Background: an optimization exercise with open tools, aiming at small area, a short achievable clock period and few clock cycles per item. Do not read the settings as production practice. At most, simulation tests tie the RTL to the original design; equivalence was not proved. Power and IR drop assume default switching activity.

==> flow/design.v (excerpt) <==
module madd_pipeline #(parameter data_width = 16, parameter n_blocks = 256, parameter full_width = 2 * data_width + 8, parameter n_channels = 16)
	(
		input wire clk,
		input wire reset,
		input wire enable,
		input  wire in_valid,
		output wire in_ready,
		output wire out_valid,
		input  wire out_ready,
		input  wire [$clog2(n_blocks) - 1 : 0] block_in,
		output wire [$clog2(n_blocks) - 1 : 0] block_out,
		input wire [4:0] shift,
		input wire shift_disable,
		input wire signedness,
		input wire saturate_disable,
		input wire signed [data_width - 1 : 0] arg_a_in,
		input wire signed [data_width - 1 : 0] arg_b_in,
		input wire signed [data_width - 1 : 0] arg_c_in,
		output wire signed [full_width - 1 : 0] result_out,
		input  wire [ch_addr_w - 1 : 0] dest_in,
		output wire [ch_addr_w - 1 : 0] dest_out,
		input  wire [4 - 1 : 0] commit_id_in,
		output wire [4 - 1 : 0] commit_id_out,
		input wire commit_flag_in,
		output wire commit_flag_out
	);
	localparam ch_addr_w = $clog2(n_channels);
	wire [3:0] s4  = ~shift[3:0];
	wire       big = shift[4];
	wire [3:0] sa  = (shift_disable | big) ? 4'd0 : s4;
	wire [16:0] a_ext = {signedness & arg_a_in[15], arg_a_in};
	wire [16:0] b_ext = {signedness & arg_b_in[15], arg_b_in};
	wire [33:0] c_ext = {{18{signedness & arg_c_in[15]}}, arg_c_in};
	wire [33:0] c_sh  = c_ext << sa;
	wire [33:0] rnd   = (sa == 4'd0) ? 34'd0 : (34'd1 << (sa - 4'd1));
	wire [33:0] crow  = big ? 34'd0 : (c_sh | rnd);
	wire pp1;
	wire pp2;
	wire pp3;
	wire pp4;
	wire pp5;
	wire pp6;
	wire pp7;
	wire pp8;
	wire pp9;
	wire pp10;
	wire pp11;
	wire pp12;
	wire pp13;
	wire pp14;
	wire pp15;
	wire pp16;
	wire pp17;
	wire pp18;
	wire pp19;
	wire pp20;
	wire pp21;
	wire pp22;
	wire pp23;
	wire pp24;
	wire pp25;
	wire pp26;
	wire pp27;
	wire pp28;
	wire pp29;
	wire pp30;
	wire pp31;
	wire pp32;
	wire pp33;
	wire pp34;
	wire pp35;
	wire pp36;
	wire pp37;
	wire pp38;
	wire pp39;
	wire pp40;
	wire pp41;
	wire pp42;
	wire pp43;
	wire pp44;
	wire pp45;
	wire pp46;
	wire pp47;
	wire pp48;
	wire pp49;
	wire pp50;
	wire pp51;
	wire pp52;
  ...
For scale: roughly 15000 sq um of cells after synthesis.
clock: 7.5 ns
lec_check: 0
abc_area: 1
cap_margin: 20
core_margin: 2
core_utilization: 40
setup_slack_margin: 2.0
slew_margin: 20
standard.sh (not shown) runs the stock make flow with config.mk's settings and CLKGATE_MAP_FILE= SYNTH_SCRIPT=/design/flow/synth_recipe.tcl, a recipe that flattens the netlist after the stock synthesis.
==> flow/flow/run.sh <==
#!/bin/bash
# Own layout flow: the standard flow (standard.sh) with a few extra ORFS
# make variables, read one per line from flow/extra.mk. By default the port
# buffers that buffer_ports inserts are plain buf_2 cells (buffer_ports
# otherwise picks clkdlybuf4s50_1, a slow 10 um2 delay cell).
# The full output of the flow goes to flow_standard.log in this folder; each
# ORFS step keeps its own log under orfs/logs/.
set -euo pipefail
cd "$(dirname "$0")/.."
EXTRA=()
PORTBUF="BUFFER_PORTS_ARGS=-buffer_cell sky130_fd_sc_hd__buf_2"
if [[ -f flow/extra.mk ]]; then
  while IFS= read -r line; do
    [[ -z "$line" || "$line" == \#* ]] && continue
    if [[ "$line" == BUFFER_PORTS_ARGS=* ]]; then PORTBUF="$line"; continue; fi
    EXTRA+=("$line")
  done < flow/extra.mk
fi
bash standard.sh "$PORTBUF" ${EXTRA[@]+"${EXTRA[@]}"} finish > flow_standard.log 2>&1
The baseline produced a clean layout.
Testbench counts at the start, summed over its fixed seeds: cycles 24,008, items 24,000.
Change:
SETUP_SLACK_MARGIN = 1.8   (was 2.0)
Non-clock buffer count went down by 10.
Final area went down by 1.8%.
Worst setup slack degrades by 0.21 ns.
Power went down by 4.0%.
Critical path depth went down by 4.
Die area is unchanged.
Wire length went down by 0.31%.
Synthesized cell count stays the same.
Hold slack stays flat.
Count of clock-buffer cells in the layout does not change.
Flip-flop and latch count does not change.
Change:
==> flow/flow/extra.mk (new file) <==
SYNTH_ARGS=-noabc
SETUP_SLACK_MARGIN = 2.0   (was 1.8)
Effect:
- setup slack gains 0.21 ns
- first-iteration DRC count is higher by 6.4%
- count of clock-buffer cells in the layout is higher by 1

madd_pipeline, a different RTL version from the one above (not shown whole).
Size in the first run: roughly 97 flip-flops, about 140 I/O pins, ~15000 sq um of cells after synthesis.
==> flow/config.mk <==
export PLATFORM = sky130hd
export DESIGN_NAME = madd_pipeline
export DESIGN_NICKNAME = madd_pipeline
export VERILOG_FILES = /design/flow/design.v
export SDC_FILE = /design/flow/constraint.sdc
export NUM_CORES = 4
export LEC_CHECK = 0
export ABC_AREA = 1
export CAP_MARGIN = 20
export CORE_MARGIN = 2
export CORE_UTILIZATION = 40
export SETUP_SLACK_MARGIN = 2.0
export SLEW_MARGIN = 20
==> flow/constraint.sdc <==
create_clock -name core_clock -period 7.5 [get_ports {clk}]
set_input_delay 1.5000 -clock core_clock [delete_from_list [all_inputs] [get_ports {clk}]]
set_output_delay 1.5000 -clock core_clock [all_outputs]
set_load 0.01 [all_outputs]
==> flow/flow/extra.mk <==
BUFFER_PORTS_ARGS=-buffer_cell sky130_fd_sc_hd__buf_1
Scripts as last shown in full above: flow/flow/run.sh
Testbench counts at the start, summed over its fixed seeds: cycles 24,008, items 24,000.
Next try:
- CORE_UTILIZATION: 40 -> 42
removed: flow/flow/extra.mk
Outcome: The changed run ran to the end with no violations; count of clock-buffer cells in the layout is unchanged; synthesized area stays the same; sequential share of layout area barely changes; design area goes down by 0.35%; critical path depth goes down by 4; core utilization goes up by 2.3 points; die area goes down by 4.7%.

## branch pepper
madd_pipeline, a different RTL version from the one above (not shown whole).
Size in the first run: about 2400 cells after synthesis, about 110 flip-flops.
clock: 7.5 ns
lec_check: 0
abc_area: 1
cap_margin: 20
core_margin: 2
core_utilization: 40
setup_slack_margin: 1.0
slew_margin: 20
run.sh (not shown) runs the stock make flow with config.mk's settings and CLKGATE_MAP_FILE= SYNTH_SCRIPT=/design/flow/synth_recipe.tcl, a recipe that flattens the netlist after the stock synthesis.
Stock flow here: none of the scripts above is used.
branch pepper: done, clean on timing, DRC and antenna
Relative to branch pepper, the following input files were edited for branch sierra:
--- a/flow/config.mk
+++ b/flow/config.mk
@@ -12 +11,0 @@
-export SETUP_SLACK_MARGIN = 1.0
[summary]
Every run (branch sierra and branch pepper) finished clean.
The total length of routed wires of branch pepper and that of branch sierra are within noise of each other.
There was hardly any difference in hold slack between branch sierra and branch pepper.
Diff branch pepper -> branch sierra: number of fillers in the final layout flat, via count was more or less identical.
Function was not checked in any run of this note: the RTL went through the layout flow alone.

[port drivers added, routing unchanged]
No port has a modelled driver above. Below, the same layouts with a new extraction and two added sets of constraints. Step 1 sets driving cells, clkbuf_16 on the clock port and buf_2 on the other inputs (assumed; they add their load-dependent delay and slew). Step 2 also shifts input and output timing later by t, the mid clock arrival at the registers, as if the neighbouring blocks saw the same clock. Slacks: ideal ports / drivers / drivers and shift; pairs: ideal ports / drivers.
run	shift t [ns]	setup WS [ns]	hold WS [ns]	worst data-port slew with drivers (ns)
the first run of note 1	0.398	2.161 / 2.167 / 1.769	0.477 / 0.477 / 0.477	0.05
the second run of note 1	0.400	1.946 / 1.963 / 1.563	0.479 / 0.479 / 0.479	0.04
the third run of note 1	0.394	2.161 / 2.179 / 1.786	0.476 / 0.476 / 0.476	0.07
the first run of note 2	0.399	2.143 / 2.166 / 1.767	0.487 / 0.487 / 0.487	0.05
the second run of note 2	0.390	2.175 / 2.185 / 1.796	0.477 / 0.477 / 0.477	0.06
branch pepper	0.431	1.394 / 1.340 / 1.155	0.489 / 0.489 / 0.489	0.05
branch sierra	0.430	1.016 / 0.962 / 1.166	0.489 / 0.489 / 0.489	0.05
After both steps setup and hold are still met in every run listed. For the first run of note 1, which loses most, drivers alone change the setup slack by +0.006 ns; drivers and shift together by -0.392 ns.
